From an optimization exercise on the open Yosys and OpenROAD flow, aimed at small area, a short achievable clock period and few clock cycles; shortcuts taken in it are not production practice.
Where RTL was checked, it was by simulation tests only, not by an equivalence proof against the original.
Power figures rest on the tool's default switching activity, not on a simulated workload.

## exp/zinc
## divider
module divider #(
    parameter XLEN_WIDTH = 32
)(
    input                   clk_i,
    input                   rst_i,
    input                   stall_i,
    input  logic [XLEN_WIDTH-1:0]      a_i,
    input  logic [XLEN_WIDTH-1:0]      b_i,
    input  logic            req_i,
    input  logic            kill_i,
    input  logic [ 1 : 0]   operation_sel_i,
    output logic [XLEN_WIDTH-1:0]      div_result_o,
    output logic            ready_o,
    output logic            result_valid_o
);
Size: roughly 2200 cells after synthesis, roughly 100 flip-flops, ~16000 um^2 of cells after synthesis.
export LEC_CHECK = 0
export CAP_MARGIN = 20
export CORE_MARGIN = 2
export CORE_UTILIZATION = 45
export PLACE_DENSITY = 0.6
export SETUP_SLACK_MARGIN = 1.0
export SLEW_MARGIN = 20
create_clock -name core_clock -period 5.5 [get_ports {clk_i}]
standard.sh (not shown) runs the stock make flow with config.mk's settings and CLKGATE_MAP_FILE= SYNTH_SCRIPT=/design/flow/synth_recipe.tcl, a recipe that flattens the netlist after the stock synthesis.
==> flow/flow/run.sh <==
#!/bin/bash
# Standard layout, with the port buffers made from plain buffers rather than
# the delay cells buffer_ports picks by default.
set -e
cp standard.sh standard_sh.log
export BUFFER_PORTS_ARGS="-buffer_cell sky130_fd_sc_hd__buf_2"
bash standard.sh > standard.log 2>&1
exp/zinc: done, clean on timing, DRC and antenna
Testbench counts of exp/zinc, summed over its fixed seeds: cycles 67,179.
For exp/juniper, these inputs were changed with respect to exp/zinc:
# exp/zinc
export LEC_CHECK = 0
export CAP_MARGIN = 20
export CORE_MARGIN = 2
export CORE_UTILIZATION = 45
export PLACE_DENSITY = 0.6
export SETUP_SLACK_MARGIN = 1.0
export SLEW_MARGIN = 20
create_clock -name core_clock -period 5.5 [get_ports {clk_i}]
# exp/juniper
export LEC_CHECK = 0
export CAP_MARGIN = 20
export CORE_MARGIN = 2
export CORE_UTILIZATION = 65
export PLACE_DENSITY = 0.75
export SETUP_SLACK_MARGIN = 1.0
export SLEW_MARGIN = 20
create_clock -name core_clock -period 5.5 [get_ports {clk_i}]
==> flow/run.sh (new file) <==
#!/bin/bash
# synth_recipe.tcl (not shown) runs the flow's synth.tcl, then flattens the netlist and writes it again
# the make line also repeats each setting of config.mk as NAME=value (left out here)
make -C /OpenROAD-flow-scripts/flow DESIGN_CONFIG=/design/flow/config.mk WORK_HOME=/design/flow/orfs CLKGATE_MAP_FILE= SYNTH_SCRIPT=/design/flow/synth_recipe.tcl finish
removed: flow/flow/run.sh
removed: flow/standard.sh
--- outcome ---
Compared with exp/zinc, in exp/juniper highest clock frequency the design can meet fell 6.3 MHz, register-to-register slack fell 0.12 ns, number of multi-input combinational cells in the layout about even, routed wire length fell 430 um.
Per the comparison of exp/juniper with exp/zinc, total power went up; critical path depth has decreased; fraction of met3 tracks used by global routing saw an increase; final weighted congestion in routability-driven placement picked up an extra 0.11; global-route usage now larger.
Comparing exp/zinc and exp/juniper, the lower final instance area is on exp/zinc.
Via count of exp/juniper exceeds that of exp/zinc by a little under 10%.
Input-level comparison between exp/willow and exp/juniper:
# exp/juniper
export LEC_CHECK = 0
export CAP_MARGIN = 20
export CORE_MARGIN = 2
export CORE_UTILIZATION = 65
export PLACE_DENSITY = 0.75
export SETUP_SLACK_MARGIN = 1.0
export SLEW_MARGIN = 20
create_clock -name core_clock -period 5.5 [get_ports {clk_i}]
# exp/willow
export LEC_CHECK = 0
export CAP_MARGIN = 20
export CORE_MARGIN = 2
export CORE_UTILIZATION = 45
export PLACE_DENSITY = 0.6
export SETUP_SLACK_MARGIN = 1.0
export SLEW_MARGIN = 20
create_clock -name core_clock -period 5.5 [get_ports {clk_i}]
[summary]
- Delta (exp/willow minus exp/juniper): design area went up, global routing usage on met2 has decreased, total power draw fell about 1.4%.
The inputs of exp/garnet differ from those of exp/willow as listed below.
# exp/willow
export LEC_CHECK = 0
export CAP_MARGIN = 20
export CORE_MARGIN = 2
export CORE_UTILIZATION = 45
export PLACE_DENSITY = 0.6
export SETUP_SLACK_MARGIN = 1.0
export SLEW_MARGIN = 20
create_clock -name core_clock -period 5.5 [get_ports {clk_i}]
# exp/garnet
export LEC_CHECK = 0
export CAP_MARGIN = 20
export CORE_MARGIN = 2
export CORE_UTILIZATION = 45
export PLACE_DENSITY = 0.6
export SETUP_SLACK_MARGIN = 1.5
export SLEW_MARGIN = 20
create_clock -name core_clock -period 5.5 [get_ports {clk_i}]
Findings:
- As far as number of nets with antenna violations after detailed routing goes, exp/garnet and exp/willow are indistinguishable; the numbers are identical.
- The critical path depth of exp/garnet is higher than that of exp/willow.
- exp/garnet: maximum fanout count along the critical path is 3 higher than what exp/willow reported.
- Global-route usage: higher on exp/garnet
- Taking exp/willow as 1.0, exp/garnet lands at 1.20 on count of buffers not belonging to the clock network in the layout.
- Between exp/garnet and exp/willow, the difference in smallest hold slack is negligible.
- Looking at final non-filler cell total across exp/garnet and exp/willow, the one that comes out lower is exp/willow.
- The higher power share of the clock group of exp/garnet and exp/willow is in exp/willow.
- exp/garnet against exp/willow: leakage power summed over all cells grew by about 3.7%, fmax now sits higher.
- Depth of the most critical reg-to-reg path delta for exp/garnet relative to exp/willow: 2 higher
Setup changes, exp/garnet to exp/nickel
# exp/garnet
export LEC_CHECK = 0
export CAP_MARGIN = 20
export CORE_MARGIN = 2
export CORE_UTILIZATION = 45
export PLACE_DENSITY = 0.6
export SETUP_SLACK_MARGIN = 1.5
export SLEW_MARGIN = 20
create_clock -name core_clock -period 5.5 [get_ports {clk_i}]
# exp/nickel
export LEC_CHECK = 0
export CAP_MARGIN = 20
export CORE_MARGIN = 2
export CORE_UTILIZATION = 45
export PLACE_DENSITY = 0.6
export SETUP_SLACK_MARGIN = 1.25
export SLEW_MARGIN = 20
create_clock -name core_clock -period 5.5 [get_ports {clk_i}]
==> flow/flow/run.sh (new file) <==
#!/bin/bash
# Standard layout, with the port buffers made from plain buffers rather than
# the delay cells buffer_ports picks by default.
set -e
cp standard.sh standard_sh.log
export BUFFER_PORTS_ARGS="-buffer_cell sky130_fd_sc_hd__buf_2"
bash standard.sh > standard.log 2>&1
==> flow/standard.sh (new file) <==
#!/bin/bash
# synth_recipe.tcl (not shown) runs the flow's synth.tcl, then flattens the netlist and writes it again
# the make line also repeats each setting of config.mk as NAME=value (left out here)
make -C /OpenROAD-flow-scripts/flow DESIGN_CONFIG=/design/flow/config.mk WORK_HOME=/design/flow/orfs CLKGATE_MAP_FILE= SYNTH_SCRIPT=/design/flow/synth_recipe.tcl "${@:-finish}"
removed: flow/run.sh
==> run notes <==
- Compared to exp/garnet, the routing of exp/nickel uses less wire.
- The higher non-clock buffer count came out of exp/garnet.
- Diff exp/garnet -> exp/nickel: relative contribution of the clock network to total power saw an increase, clock-pin slew reported for the worst setup and hold paths after clock tree synthesis ~0 delta.
- Taking exp/garnet as the reference, in exp/nickel met1 wire length shows a reduction of about 5%; via total after detailed routing down 595; post-CTS setup repair buffer count decreased 43%.
- exp/nickel can be clocked faster than exp/garnet.
- Diff exp/nickel..exp/garnet | number of hold buffers added after CTS | unchanged


== P ==
divider, a different RTL version from the one above (not shown whole).
For scale: ~2,200 cells after synthesis, roughly 110 flip-flops, ~110 I/O pins, roughly 16,000 um^2 of cells after synthesis.
Settings: LEC_CHECK=0, ABC_CLOCK_PERIOD_IN_PS=2000, CAP_MARGIN=20, CORE_MARGIN=2, CORE_UTILIZATION=45, PLACE_DENSITY=0.6, SLEW_MARGIN=20; clock period 5.5 ns.
run.sh (not shown) runs the stock make flow with config.mk's settings and CLKGATE_MAP_FILE= SYNTH_SCRIPT=/design/flow/synth_recipe.tcl, a recipe that flattens the netlist after the stock synthesis.
Stock flow here: none of the scripts above is used.
diff inputs: P => Q
- ABC_CLOCK_PERIOD_IN_PS removed (was 2000)
--- outcome ---
Q did not stop at any stage, and its layout met the timing, DRC and antenna checks. First-pass GRT wire length: Q vs P identical. Comparing Q against P, there is no change at all in total power. From Q to P, design area did not move at all.
No functional check of the RTL was part of any run of this note.


run A:
divider, a different RTL version from the one above (not shown whole).
For scale: about 2200 cells after synthesis, roughly 110 I/O pins, roughly 0.016 mm² of cells after synthesis.
Settings: LEC_CHECK=0, CAP_MARGIN=20, CORE_MARGIN=2, CORE_UTILIZATION=45, PLACE_DENSITY=0.6, SETUP_SLACK_MARGIN=1.15, SLEW_MARGIN=20; clock period 5.5 ns.
standard.sh (not shown) runs the stock make flow with config.mk's settings and CLKGATE_MAP_FILE= SYNTH_SCRIPT=/design/flow/synth_recipe.tcl, a recipe that flattens the netlist after the stock synthesis.
==> flow/flow/run.sh <==
#!/bin/bash
# Standard layout, with the port buffers made from plain buffers rather than
# the delay cells buffer_ports picks by default.
set -e
cp standard.sh standard_sh.log
export BUFFER_PORTS_ARGS="-buffer_cell sky130_fd_sc_hd__buf_2"
bash standard.sh > standard.log 2>&1
Run A completed; timing, DRC and antenna clean
Testbench counts of run A, summed over its fixed seeds: cycles 64,645.
Changes in run B relative to run A:
==> flow/flow/run.sh <==
#!/bin/bash
# Standard layout, with the port buffers made from the smallest plain buffers rather than
# the delay cells buffer_ports picks by default.
set -e
cp standard.sh standard_sh.log
export BUFFER_PORTS_ARGS="-buffer_cell sky130_fd_sc_hd__buf_1"
bash standard.sh > standard.log 2>&1
diff --git a/flow/config.mk b/flow/config.mk
--- a/flow/config.mk
+++ b/flow/config.mk
@@ -12 +12 @@
-export SETUP_SLACK_MARGIN = 1.15
+export SETUP_SLACK_MARGIN = 1.0
==> run notes <==
Against run A, run B reports a detailed-router iteration count before antenna repair that is higher. Post-layout instance area, run B vs run A: down slightly. For the met1 wire length, run B came in about 2% higher than run A did. Total routing resource utilization after global routing ended up 1.1 points higher on run B than on run A. Going from run A to run B, non-clock buffer count shrinks by 2.5%. Run B vs. run A: die area was more or less identical; combinational power held steady; relative area change from synthesis to final layout fell 1.9 points. When run B is set beside run A, its total routed wirelength turns out to be about 2% larger. Comparing run B and run A, power per unit of standard cell area is lower on run A. Cmp run B vs run A: fraction of area in non-clock buffers lower in run B.
The following lists how run C was set up differently from run B:
==> flow/flow/run.sh <==
#!/bin/bash
# Standard layout, with the port buffers made from plain buffers rather than
# the delay cells buffer_ports picks by default.
set -e
cp standard.sh standard_sh.log
export BUFFER_PORTS_ARGS="-buffer_cell sky130_fd_sc_hd__buf_2"
bash standard.sh > standard.log 2>&1
diff --git a/flow/config.mk b/flow/config.mk
--- a/flow/config.mk
+++ b/flow/config.mk
@@ -10,2 +10,2 @@
-export CORE_UTILIZATION = 45
-export PLACE_DENSITY = 0.6
+export CORE_UTILIZATION = 38
+export PLACE_DENSITY = 0.5
--- outcome ---
Diff run B -> run C | number of cells in the finished layout apart from fillers | increase of 3.2%. Run C against run B: placed cell count has increased; utilization decreased 6.9 points; total power went up by 0.90%. A launching element of the worst setup path of b_i[24] is what run C shows, while a_i[15] belongs to run B.
--- input diff run C..run D ---
diff --git a/flow/config.mk b/flow/config.mk
--- a/flow/config.mk
+++ b/flow/config.mk
@@ -10,3 +10,3 @@
-export CORE_UTILIZATION = 38
-export PLACE_DENSITY = 0.5
-export SETUP_SLACK_MARGIN = 1.0
+export CORE_UTILIZATION = 45
+export PLACE_DENSITY = 0.6
+export SETUP_SLACK_MARGIN = 0.85
Per the comparison of run D with run C, global routing usage summed across all routing layers moved up, source-to-sink clock delay at the later pin of the worst-skew pair flat, critical path arrival shows an increase of 120 ps. The antenna diode instance count in run D sits 2 below the value recorded for run C. Diff run D and run C: number of instances in the placed design lower in run D. Run D: flow completed, timing, DRC and antenna clean. Sequential share of cell area: run D vs run C up 0.39 points. Comparing run D and run C, global routing met1 resource utilization is lower on run C. Run C → run D: met2 layer wire length in the routed design -about 5%, filler cell count shows a reduction of 19%. Run D vs. run C: tap cell count dropped about 14%; highest ir drop seen on vdd climbed about 25%.


Another version of the RTL of divider (not shown whole).
Size in the first run: ~120 flip-flops, ~110 I/O pins, roughly 12000 um2 of cells after synthesis.
// divider
module divider #(
    parameter XLEN_WIDTH = 32
)(
    input                   clk_i,
    input                   rst_i,
    input                   stall_i,
    input  logic [XLEN_WIDTH-1:0]      a_i,
    input  logic [XLEN_WIDTH-1:0]      b_i,
    input  logic            req_i,
    input  logic            kill_i,
    input  logic [ 1 : 0]   operation_sel_i,
    output logic [XLEN_WIDTH-1:0]      div_result_o,
    output logic            ready_o,
    output logic            result_valid_o
);
==> flow/config.mk <==
export PLATFORM = sky130hd
export DESIGN_NAME = divider
export DESIGN_NICKNAME = divider
export VERILOG_FILES = /design/flow/design.v
export SDC_FILE = /design/flow/constraint.sdc
export NUM_CORES = 4
export LEC_CHECK = 0
export CAP_MARGIN = 20
export CORE_MARGIN = 2
export CORE_UTILIZATION = 45
export PLACE_DENSITY = 0.6
export SETUP_SLACK_MARGIN = 2.0
export SLEW_MARGIN = 20
==> flow/constraint.sdc <==
create_clock -name core_clock -period 5.5 [get_ports {clk_i}]
set_input_delay 1.1000 -clock core_clock [delete_from_list [all_inputs] [get_ports {clk_i}]]
set_output_delay 1.1000 -clock core_clock [all_outputs]
set_load 0.01 [all_outputs]
run.sh (not shown) runs the stock make flow with config.mk's settings and CLKGATE_MAP_FILE= SYNTH_SCRIPT=/design/flow/synth_recipe.tcl, a recipe that flattens the netlist after the stock synthesis.
Stock flow here: none of the scripts above is used.
Edit:
- SETUP_SLACK_MARGIN: 2.0 -> 1.0
Outcome: Sequential share of layout area rose by 0.48 points; via count came out lower by a few percent; global-route usage falls by 0.84 points.
No functional check of the RTL was part of any run of this note.


Setup of v17:
divider, a different RTL version from the one above (not shown whole).
Size: roughly 2,300 cells after synthesis, about 120 flip-flops, ~17,000 um2 of cells after synthesis.
==> flow/config.mk <==
export PLATFORM = sky130hd
export DESIGN_NAME = divider
export DESIGN_NICKNAME = divider
export VERILOG_FILES = /design/flow/design.v
export SDC_FILE = /design/flow/constraint.sdc
export NUM_CORES = 4
export LEC_CHECK = 0
export CAP_MARGIN = 20
export CORE_MARGIN = 2
export CORE_UTILIZATION = 45
export PLACE_DENSITY = 0.6
export SETUP_SLACK_MARGIN = 0.7
export SLEW_MARGIN = 20
==> flow/constraint.sdc <==
create_clock -name core_clock -period 5.5 [get_ports {clk_i}]
set_input_delay 1.1000 -clock core_clock [delete_from_list [all_inputs] [get_ports {clk_i}]]
set_output_delay 1.1000 -clock core_clock [all_outputs]
set_load 0.01 [all_outputs]
standard.sh (not shown) runs the stock make flow with config.mk's settings and CLKGATE_MAP_FILE= SYNTH_SCRIPT=/design/flow/synth_recipe.tcl, a recipe that flattens the netlist after the stock synthesis.
==> flow/flow/run.sh <==
#!/bin/bash
# Standard layout, with the port buffers made from plain buffers rather than
# the delay cells buffer_ports picks by default.
set -e
cp standard.sh standard_sh.log
export BUFFER_PORTS_ARGS="-buffer_cell sky130_fd_sc_hd__buf_2"
bash standard.sh > standard.log 2>&1
Testbench counts of v17, summed over its fixed seeds: cycles 64,645.
#### Input delta (v14 over v17)
# v17
export LEC_CHECK = 0
export CAP_MARGIN = 20
export CORE_MARGIN = 2
export CORE_UTILIZATION = 45
export PLACE_DENSITY = 0.6
export SETUP_SLACK_MARGIN = 0.7
export SLEW_MARGIN = 20
create_clock -name core_clock -period 5.5 [get_ports {clk_i}]
# v14
export LEC_CHECK = 0
export CAP_MARGIN = 20
export CORE_MARGIN = 2
export CORE_UTILIZATION = 45
export PLACE_DENSITY = 0.6
export SETUP_SLACK_MARGIN = 1.0
export SLEW_MARGIN = 20
create_clock -name core_clock -period 5.5 [get_ports {clk_i}]
==> run notes <==
- Comparing v17 and v14, the lower global-route usage is on v14.
- Comparing v17 and v14, clock tree skew after final layout is lower on v14.
- Diff v17 -> v14: highest net fanout along the worst path fell 24; cell count after synthesis comparable; via count barely changed.
- Compare v17 and v14 | sequential share of layout area lower: v14


RTL: one of the versions met above, not the one the previous note started from.
Size in the first run: ~100 flip-flops, about 110 I/O pins.
Settings: LEC_CHECK=0, CAP_MARGIN=20, CORE_MARGIN=2, CORE_UTILIZATION=45, PLACE_DENSITY=0.6, SETUP_SLACK_MARGIN=1.0, SLEW_MARGIN=20; clock period 5.5 ns.
Scripts as last shown in full above: flow/flow/run.sh
The first run passed the timing, DRC and antenna checks.
Testbench counts at the start, summed over its fixed seeds: cycles 64,645.
==> next run, changes <==
Settings changed: CORE_UTILIZATION 45 to 55, PLACE_DENSITY 0.6 to 0.7.
Result:
- synthesized cell count is unchanged
- final area drops by 0.70%
- power increases by 0.43%

## static timing again, ports no longer ideal
How much do the figures lean on ideal ports? The routed layouts below were timed once more, with nothing changed but the port constraints. Step 1 assumes that a clkbuf_16 drives the clock port and a buf_2 every other input. Step 2 moves the port delays by t, midway between the first and last clock arrival at a register: inputs arrive t later, outputs are due t later. That takes back most of the time a late clock gives input paths. Three values: ideal ports, drivers, drivers and shift; two values: the first two.
run | shift t [ns] | setup WS [ns] | latest minus earliest clock arrival (ns) | cell pins on the clock port's net
exp/zinc | 0.412 | 1.051 / 1.067 / 0.654 | 0.014 / 0.015 | 1
exp/juniper | 0.400 | 0.923 / 0.947 / 0.547 | 0.012 / 0.012 | 1
exp/willow | 0.417 | 1.029 / 1.058 / 0.641 | 0.017 / 0.018 | 1
exp/garnet | 0.415 | 1.115 / 1.141 / 0.726 | 0.018 / 0.018 | 1
exp/nickel | 0.404 | 1.153 / 1.182 / 0.778 | 0.012 / 0.012 | 1
P | 0.441 | 0.388 / 0.388 / 0.063 | 0.020 / 0.019 | 1
Q | 0.441 | 0.388 / 0.388 / 0.063 | 0.020 / 0.019 | 1
run A | 0.427 | 1.166 / 1.198 / 0.771 | 0.020 / 0.021 | 1
run B | 0.441 | 1.166 / 1.190 / 0.749 | 0.019 / 0.018 | 1
run C | 0.428 | 1.112 / 1.135 / 0.706 | 0.017 / 0.017 | 1
run D | 0.430 | 1.002 / 1.035 / 0.606 | 0.018 / 0.018 | 1
the first run of note 4 | 0.474 | 1.148 / 1.166 / 0.692 | 0.016 / 0.016 | 1
the second run of note 4 | 0.470 | 1.092 / 1.119 / 0.650 | 0.011 / 0.011 | 1
v17 | 0.486 | 0.908 / 0.908 / 0.475 | 0.020 / 0.021 | 1
v14 | 0.492 | 1.058 / 1.069 / 0.576 | 0.011 / 0.011 | 1
the first run of note 6 | 0.428 | 1.123 / 1.123 / 0.773 | 0.020 / 0.020 | 1
the second run of note 6 | 0.416 | 1.094 / 1.120 / 0.704 | 0.025 / 0.026 | 1
After both steps setup and hold are still met in every run listed. The setup slack of v14, which loses most, moves by +0.011 ns with the drivers and by -0.482 ns with both steps.
